This is an optimization exercise on Yosys and OpenROAD, whose aim is small area and a short achievable clock period, not a production implementation. RTL that was checked went through simulation tests only; none was proved equivalent to the original. The clock port is modelled as an ideal driver, which makes a skipped or thinned clock tree look cheaper than it is; a real chip needs a root buffer or a tree. Power is estimated from default activity; no workload was simulated.

== main ==
Design ultrasonido, start of the top module:
module ultrasonido(clk, trig, echo, distancia, init, done);
input init;
input clk;
input echo;
output reg trig;
output reg [8:0] distancia;
output reg done;
reg pr;       
reg pa;       
reg pl;       
reg [22:0] t;
localparam [22:0] INV = 23'h2AAAAA;
wire [22:0] s = t ^ INV;
reg W;
wire [22:0] s_nx = pr ? 23'd1 : {s[21:0], s[22] ^ s[17] ^ (s[21:0] == 22'd0)};
wire zero22 = (s_nx[21:0] == 22'd0);
wire next_z = zero22 & s_nx[22];        
wire cur_z = zero22 & ~s_nx[22];        
wire end_w = s_nx[22] & s_nx[20] & s_nx[19] & s_nx[11] & s_nx[10] & ~s_nx[6];
wire trig_nx = init & W;
wire W_nx = ~init | next_z | ((trig_nx | cur_z) & ~end_w);
wire win = W;
reg [10:0] q;
reg [16:0] R;
reg h;
localparam [16:0] ROFF = 17'd31072;
wire last = q[10] & q[8] & q[7] & q[4] & q[1]
          & R[15] & R[12] & R[9] & R[3] & R[2] & R[1] & R[0];
wire [17:0] S = {1'b0, R} + 18'd17;
wire co = S[17];
wire clr = pr | pl | (pa & last);
wire [16:0] R_nx = clr ? ROFF : pa ? (co ? (S[16:0] | ROFF) : S[16:0]) : R;
wire [10:0] q_nx = clr ? 11'd0 : q + {10'd0, pa & co};
wire act = ~win & echo;
wire lowev = ~win & ~echo;
wire h_nx = init & (act | (h & ~lowev));
reg G;
wire ld = ~echo & G;
always @(posedge clk) begin
	pr <= ~init;
	pa <= init & act;
	pl <= init & lowev;
	t <= s_nx ^ INV;
	q <= q_nx;
	R <= R_nx;
	h <= h_nx;
	G <= ~W_nx & h_nx;
	trig <= trig_nx;
	W <= W_nx;
  ...
For scale: ~260 cells after synthesis, about 14 I/O pins, about 2500 sq um of cells after synthesis.
==> module ultrasonido, before the edit <==
module ultrasonido(clk, trig, echo, distancia, init, done);
input init;
input clk;
input echo;
output reg trig;
output reg [8:0] distancia;
output reg done;
reg pr;       
reg pa;       
reg pl;       
reg [22:0] t;
localparam [22:0] INV = 23'h2AAAAA;
wire [22:0] s = t ^ INV;
reg W;
wire [22:0] s_nx = pr ? 23'd1 : {s[21:0], s[22] ^ s[17] ^ (s[21:0] == 22'd0)};
wire zero22 = (s_nx[21:0] == 22'd0);
wire next_z = zero22 & s_nx[22];        
wire cur_z = zero22 & ~s_nx[22];        
wire end_w = s_nx[22] & s_nx[20] & s_nx[19] & s_nx[11] & s_nx[10] & ~s_nx[6];
wire trig_nx = init & W;
wire W_nx = ~init | next_z | ((trig_nx | cur_z) & ~end_w);
wire win = W;
reg [10:0] q;
reg [16:0] R;
reg h;
localparam [16:0] ROFF = 17'd31072;
wire last = q[10] & q[8] & q[7] & q[4] & q[1]
          & R[15] & R[12] & R[9] & R[3] & R[2] & R[1] & R[0];
wire [17:0] S = {1'b0, R} + 18'd17;
wire co = S[17];
wire clr = pr | pl | (pa & last);
wire [16:0] R_nx = clr ? ROFF : pa ? (co ? (S[16:0] | ROFF) : S[16:0]) : R;
wire [10:0] q_nx = clr ? 11'd0 : q + {10'd0, pa & co};
wire act = ~win & echo;
wire lowev = ~win & ~echo;
wire h_nx = init & (act | (h & ~lowev));
reg G;
wire ld = ~echo & G;
always @(posedge clk) begin
	pr <= ~init;
	pa <= init & act;
	pl <= init & lowev;
	t <= s_nx ^ INV;
	q <= q_nx;
	R <= R_nx;
	h <= h_nx;
	G <= ~W_nx & h_nx;
	trig <= trig_nx;
	W <= W_nx;
	done <= init & (done | lowev);
	if (!init) distancia <= 9'd0;
	else if (ld) distancia <= q_nx[8:0];
end
endmodule
==> flow/config.mk <==
export PLATFORM = sky130hd
export DESIGN_NAME = ultrasonido
export DESIGN_NICKNAME = ultrasonido
export VERILOG_FILES = /design/flow/design.v
export SDC_FILE = /design/flow/constraint.sdc
export NUM_CORES = 4
export LEC_CHECK = 0
export CAP_MARGIN = 20
export CORE_MARGIN = 2
export CORE_UTILIZATION = 40
export SLEW_MARGIN = 20
==> flow/constraint.sdc <==
create_clock -name core_clock -period 18.0 [get_ports {clk}]
set_input_delay 3.6000 -clock core_clock [delete_from_list [all_inputs] [get_ports {clk}]]
set_output_delay 3.6000 -clock core_clock [all_outputs]
set_load 0.01 [all_outputs]
standard.sh (not shown) runs the stock make flow with config.mk's settings and CLKGATE_MAP_FILE= SYNTH_SCRIPT=/design/flow/synth_recipe.tcl, a recipe that flattens the netlist after the stock synthesis.
==> flow/flow/run.sh <==
#!/bin/bash
# The standard ORFS layout (standard.sh) with: faster port buffers, extra
# setup margin for repair_timing, and the clock tree replaced after CTS by a
# few clock buffers on the clock port (flow/clock_leaves.tcl).
export FLOW_FLOW_DIR=$PWD/flow
bash standard.sh BUFFER_PORTS_ARGS="-buffer_cell sky130_fd_sc_hd__buf_2" CORE_UTILIZATION=70 CTS_ARGS="-sink_clustering_enable -repair_clock_nets -dont_use_dummy_load" SETUP_SLACK_MARGIN=13.5 POST_CTS_TCL=$PWD/flow/post_cts.tcl finish > standard.log 2>&1
Other scripts of this flow, unchanged in this note and not shown: flow/flow/clock_leaves.tcl, flow/flow/post_cts.tcl
Setup changes, main to the feature branch
==> flow/design.v, changed modules only <==
module ultrasonido(clk, trig, echo, distancia, init, done);
input init;
input clk;
input echo;
output reg trig;
output reg [8:0] distancia;
output reg done;
reg pr;       
reg pa;       
reg pl;       
reg [22:0] t;
localparam [22:0] INV = 23'h2AAAAA;
wire [22:0] s = t ^ INV;
reg W;
wire [22:0] s_nx = pr ? 23'd1 : {s[21:0], s[22] ^ s[17] ^ (s[21:0] == 22'd0)};
wire zero22 = (s_nx[21:0] == 22'd0);
wire next_z = zero22 & s_nx[22];        
wire cur_z = zero22 & ~s_nx[22];        
wire end_w = s_nx[22] & s_nx[20] & s_nx[19] & s_nx[11] & s_nx[10] & ~s_nx[6];
wire trig_nx = init & W;
wire W_nx = ~init | next_z | ((trig_nx | cur_z) & ~end_w);
wire win = W;
reg [10:0] q;
reg [16:0] R;
reg h;
localparam [16:0] ROFF = 17'd31072;
wire last = q[10] & q[8] & q[7] & q[4] & q[1]
          & R[15] & R[12] & R[9] & R[3] & R[2] & R[1] & R[0];
wire [17:0] S = {1'b0, R} + 18'd17;
wire co = S[17];
wire clr = pr | pl | (pa & last);
wire [16:0] R_nx = clr ? ROFF : pa ? (co ? (S[16:0] | ROFF) : S[16:0]) : R;
wire [10:0] q_nx = clr ? 11'd0 : q + {10'd0, pa & co};
wire h_now = ~pr & (pa | (h & ~pl));    
wire act = ~win & echo;
wire lowev = ~win & ~echo;
always @(posedge clk) begin
	pr <= ~init;
	pa <= init & act;
	pl <= init & lowev;
	t <= s_nx ^ INV;
	q <= q_nx;
	R <= R_nx;
	h <= h_now;
	trig <= trig_nx;
	W <= W_nx;
	done <= init & (done | lowev);
	if (!init) distancia <= 9'd0;
	else if (lowev & h_now) distancia <= q_nx[8:0];
end
endmodule
==> comparison <==
The feature branch vs. main: switching power share of the total fell by 0.16 points; routed wire length rose by about 9%; layout net count fell by 12.
Clock network power consumption: lower on the feature branch
The lower global routing met2 resource utilization came out of main.
The feature branch gives less post-synthesis instance area than main did.
Taking main as the reference, in the feature branch chip width saw a decrease, post-synthesis compound-gate area fraction saw an increase.
No functional check of the RTL was part of any run of this note. No run of this note takes its clock network from TritonCTS; it comes from the design's own scripts or RTL.

== job 7821 ==
The RTL this note starts from:
==> flow/design.v <==
`timescale 1ns / 1ps
module ultrasonido(clk, trig, echo, distancia, init, done);
input init;
input clk;
input echo;
output reg trig;
output reg [8:0] distancia;
output reg done;
reg pr;       
reg pa;       
reg pl;       
reg [22:0] t;
localparam [22:0] INV = 23'h2AAAAA;
wire [22:0] s = t ^ INV;
reg W;
wire [22:0] s_nx = pr ? 23'd1 : {s[21:0], s[22] ^ s[17] ^ (s[21:0] == 22'd0)};
wire zero22 = (s_nx[21:0] == 22'd0);
wire next_z = zero22 & s_nx[22];        
wire cur_z = zero22 & ~s_nx[22];        
wire end_w = s_nx[22] & s_nx[20] & s_nx[19] & s_nx[11] & s_nx[10] & ~s_nx[6];
wire trig_nx = init & W;
wire W_nx = ~init | next_z | ((trig_nx | cur_z) & ~end_w);
wire win = W;
reg [10:0] q;
reg [16:0] R;
reg h;
localparam [16:0] ROFF = 17'd31072;
wire last = q[10] & q[8] & q[7] & q[4] & q[1]
          & R[15] & R[12] & R[9] & R[3] & R[2] & R[1] & R[0];
wire [17:0] S = {1'b0, R} + 18'd17;
wire co = S[17];
wire clr = pr | pl | (pa & last);
wire [16:0] R_nx = clr ? ROFF : pa ? (co ? (S[16:0] | ROFF) : S[16:0]) : R;
wire [10:0] q_nx = clr ? 11'd0 : q + {10'd0, pa & co};
wire h_now = ~pr & (pa | (h & ~pl));    
wire act = ~win & echo;
wire lowev = ~win & ~echo;
always @(posedge clk) begin
	pr <= ~init;
	pa <= init & act;
	pl <= init & lowev;
	t <= s_nx ^ INV;
	q <= q_nx;
	R <= R_nx;
	h <= h_now;
	trig <= trig_nx;
	W <= W_nx;
	done <= init & (done | lowev);
	if (!init) distancia <= 9'd0;
	else if (lowev & h_now) distancia <= q_nx[8:0];
end
endmodule
export LEC_CHECK = 0
export CAP_MARGIN = 20
export CORE_MARGIN = 2
export CORE_UTILIZATION = 40
export SLEW_MARGIN = 20
create_clock -name core_clock -period 18.0 [get_ports {clk}]
==> flow/flow/run.sh <==
#!/bin/bash
# Standard ORFS layout (the standard.sh) with extra make settings.
bash standard.sh BUFFER_PORTS_ARGS="-buffer_cell sky130_fd_sc_hd__buf_2" SETUP_SLACK_MARGIN=13.0 CORE_UTILIZATION=70 CTS_ARGS="-sink_clustering_enable -repair_clock_nets -dont_use_dummy_load" finish > standard.log 2>&1
Input-level comparison between job 2504 and job 7821:
==> flow/design.v <==
`timescale 1ns / 1ps
module ultrasonido(clk, trig, echo, distancia, init, done);
input init;
input clk;
input echo;
output reg trig;
output reg [8:0] distancia;
output reg done;
reg pr;       
reg pa;       
reg pl;       
reg [22:0] t;
localparam [22:0] INV = 23'h2AAAAA;
wire [22:0] s = t ^ INV;
wire zero22 = (s[21:0] == 22'd0);
wire fb = s[22] ^ s[17] ^ zero22;
wire cur_z = zero22 & ~s[22];           
wire next_z = zero22 & s[22];           
wire end_w = s[22] & s[20] & s[19] & s[11] & s[10] & ~s[6];
wire in_w = trig | cur_z;               
wire win = pr | next_z | (in_w & ~end_w);
wire [22:0] s_nx = pr ? 23'd1 : {s[21:0], fb};
reg [10:0] q;
reg [16:0] R;
reg h;
localparam [16:0] ROFF = 17'd31072;
wire last = q[10] & q[8] & q[7] & q[4] & q[1]
          & R[15] & R[12] & R[9] & R[3] & R[2] & R[1] & R[0];
wire [17:0] S = {1'b0, R} + 18'd17;
wire co = S[17];
wire clr = pr | pl | (pa & last);
wire [16:0] R_nx = clr ? ROFF : pa ? (co ? (S[16:0] | ROFF) : S[16:0]) : R;
wire [10:0] q_nx = clr ? 11'd0 : q + {10'd0, pa & co};
wire h_now = ~pr & (pa | (h & ~pl));    
wire act = ~win & echo;
wire lowev = ~win & ~echo;
always @(posedge clk) begin
	pr <= ~init;
	pa <= init & act;
	pl <= init & lowev;
	t <= s_nx ^ INV;
	q <= q_nx;
	R <= R_nx;
	h <= h_now;
	trig <= init & win;
	done <= init & (done | lowev);
	if (!init) distancia <= 9'd0;
	else if (lowev & h_now) distancia <= q_nx[8:0];
end
endmodule
Results
- Status | job 2504 and job 7821 | clean
- As far as post-synthesis share of cell area spent on full adders, half adders and majority gates is concerned, job 7821 and job 2504 perform about the same.
- Clock network contribution to total cell area of job 2504 is on par with job 7821.
- In job 2504 the final design instance area without fill turned out 1.3% higher than in job 7821.
- Logic depth of the worst setup path including buffers delta for job 2504 relative to job 7821: 4 lower
- Looking at multiplexer share of the synthesized area across job 2504 and job 7821, the one that comes out higher is job 2504.
- Looking at total power after layout, job 2504 sits 1.5% above job 7821.
For job 7821, only the layout was checked, not whether the RTL still works.

== west ==
ultrasonido, a different RTL version from the one above (not shown whole).
Size in the first run: about 240 cells after synthesis, about 61 flip-flops, about 14 I/O pins, roughly 2200 sq um of cells after synthesis.
==> module ultrasonido_io, before the edit <==
module ultrasonido_io(init, echo, win, h, Kn, done, distancia, qn, t, fb,
                      trig_d, done_d, h_d, dist_d, t_d);
input init, echo, win, h, done;
input Kn;                               
input [8:0] distancia, qn;
input [21:0] t;                         
input fb;                               
output trig_d, done_d, h_d;
output [8:0] dist_d;
output [22:0] t_d;
wire act = ~win & echo;                 
wire lowev = ~win & ~echo;              
wire ld = ~(echo | Kn);                 
assign trig_d = init & win;
assign done_d = init & (done | lowev);
assign h_d = init & (act | (h & ~lowev));
assign dist_d = ld ? (qn & {9{init}}) : (distancia & {9{init}});
wire init_n;
ultrasonido_inv iv (.a(init), .y(init_n));
assign t_d[0] = init & fb;
genvar i;
generate
	for (i = 1; i < 23; i = i + 1) begin : stage
		if (i % 2) ultrasonido_nand st (.a(init), .b(t[i-1]), .y(t_d[i]));
		else ultrasonido_nor st (.a(init_n), .b(t[i-1]), .y(t_d[i]));
	end
endgenerate
endmodule
==> module ultrasonido_nand, before the edit <==
module ultrasonido_nand(a, b, y);
input a, b;
output y;
assign y = ~(a & b);
endmodule
==> module ultrasonido_nor, before the edit <==
module ultrasonido_nor(a, b, y);
input a, b;
output y;
assign y = ~(a | b);
endmodule
==> module ultrasonido_inv, before the edit <==
module ultrasonido_inv(a, y);
input a;
output y;
assign y = ~a;
endmodule
export LEC_CHECK = 0
export CAP_MARGIN = 20
export CORE_MARGIN = 2
export CORE_UTILIZATION = 70
export SLEW_MARGIN = 20
export SYNTH_HIERARCHICAL = 1
create_clock -name core_clock -period 18.0 [get_ports {clk}]
==> flow/flow/run.sh <==
#!/bin/bash
# The standard ORFS layout (standard.sh), in two runs of make:
#  1. synthesis to CTS, after which the clock tree is replaced by a few clock
#     buffers on the clock port (flow/post_cts.tcl, flow/clock_leaves.tcl);
#  2. global route to the end, with a larger setup margin for repair_timing.
set -e
export FLOW_FLOW_DIR=$PWD/flow
export FLOW_SYNTH_TCL=$PWD/synth_recipe.tcl
export FLOW_ABC_AREA_SCRIPT=$PWD/flow/abc_area_map.script
bash standard.sh BUFFER_PORTS_ARGS="-buffer_cell sky130_fd_sc_hd__buf_2" CTS_ARGS="-sink_clustering_enable -repair_clock_nets -dont_use_dummy_load" SETUP_SLACK_MARGIN=13.0 SYNTH_SCRIPT=$PWD/flow/area_synth_all.tcl POST_CTS_TCL=$PWD/flow/post_cts.tcl cts > standard_to_cts.log 2>&1
bash standard.sh BUFFER_PORTS_ARGS="-buffer_cell sky130_fd_sc_hd__buf_2" CTS_ARGS="-sink_clustering_enable -repair_clock_nets -dont_use_dummy_load" SETUP_SLACK_MARGIN=13.0 SETUP_SLACK_MARGIN=13.7 SYNTH_SCRIPT=$PWD/flow/area_synth_all.tcl POST_CTS_TCL=$PWD/flow/post_cts.tcl finish > standard_finish.log 2>&1
Other scripts of this flow, unchanged in this note and not shown: flow/flow/abc_area_map.script, flow/flow/area_synth_all.tcl, flow/flow/clock_leaves.tcl, flow/flow/post_cts.tcl
Input-level comparison between south and west:
-- flow/design.v --
<<< west, line 63
assign h_d = init & (act | (h & ~lowev));
assign dist_d = ld ? (qn & {9{init}}) : (distancia & {9{init}});
wire init_n;
ultrasonido_inv iv (.a(init), .y(init_n));
assign t_d[0] = init & fb;
genvar i;
generate
	for (i = 1; i < 23; i = i + 1) begin : stage
		if (i % 2) ultrasonido_nand st (.a(init), .b(t[i-1]), .y(t_d[i]));
		else ultrasonido_nor st (.a(init_n), .b(t[i-1]), .y(t_d[i]));
	end
endgenerate
endmodule
module ultrasonido_nand(a, b, y);
input a, b;
output y;
assign y = ~(a & b);
endmodule
module ultrasonido_nor(a, b, y);
input a, b;
output y;
assign y = ~(a | b);
endmodule
module ultrasonido_inv(a, y);
input a;
output y;
assign y = ~a;
endmodule
>>> south, line 63
assign h_d = init & (act | (h & ~lowev));
assign dist_d = ld ? (qn & {9{init}}) : (distancia & {9{init}});
assign t_d = init ? {~t, fb} : 23'h2AAAAA;
endmodule
==> comparison <==
- [south vs west] vertical die dimension: higher in south
- | part of the power in combinational logic | lower: west |
- The final reports for south and west show synthesized area per cell higher in the former.
- south vs west, met3 capacity usage during global routing went up by 0.62 points.
- Going from west to south, number of cells after detailed placement fell 1, sequential cell fraction of total power went up by 0.2 points, final design area excluding fillers increased 10 sq um, count of placed standard cells in the final layout, fillers left out went down by 0.70%, gate count after technology mapping now smaller.
- Routed wire length: south higher than west
No functional check of the RTL was part of south. In every run of this note, the design's own scripts or RTL, not TritonCTS, make the clock network.

## what the ideal ports hide
The flow's constraints put no driver on any port. The routed layouts listed below were extracted and timed again, unchanged, in two steps. Step 1: set_driving_cell puts a clkbuf_16 on clk and a buf_2 on each other input, an assumption about the parent block. Step 2 times the ports against the registers' clock, not the clock port: input delays grow and output delays shrink by t, the midpoint of the rising clock arrivals with the driver on. Three values: no drivers, after step 1, after step 2; two values: the first two.
| run | shift t [ns] | slack for setup (ns) | clock arrival spread, ns | worst data-port slew with drivers (ns) | pins driven straight from the clock port |
|---|---|---|---|---|---|
| main | 0.202 | 13.643 / 13.671 / 13.469 | 0.008 / 0.009 | 0.03 | 3 |
| the feature branch | 0.201 | 13.501 / 13.506 / 13.306 | 0.005 / 0.005 | 0.06 | 3 |
| job 7821 | 0.412 | 13.423 / 13.422 / 13.009 | 0.024 / 0.023 | 0.03 | 1 |
| job 2504 | 0.401 | 13.529 / 13.505 / 13.289 | 0.018 / 0.018 | 0.03 | 1 |
| west | 0.176 | 13.749 / 13.697 / 13.618 | 0.019 / 0.019 | 0.03 | 4 |
| south | 0.172 | 13.750 / 13.699 / 13.612 | 0.009 / 0.008 | 0.03 | 4 |
After both steps every run listed still meets setup and hold. The setup slack of job 7821, which loses most, moves by -0.001 ns with the drivers and by -0.414 ns with both steps.
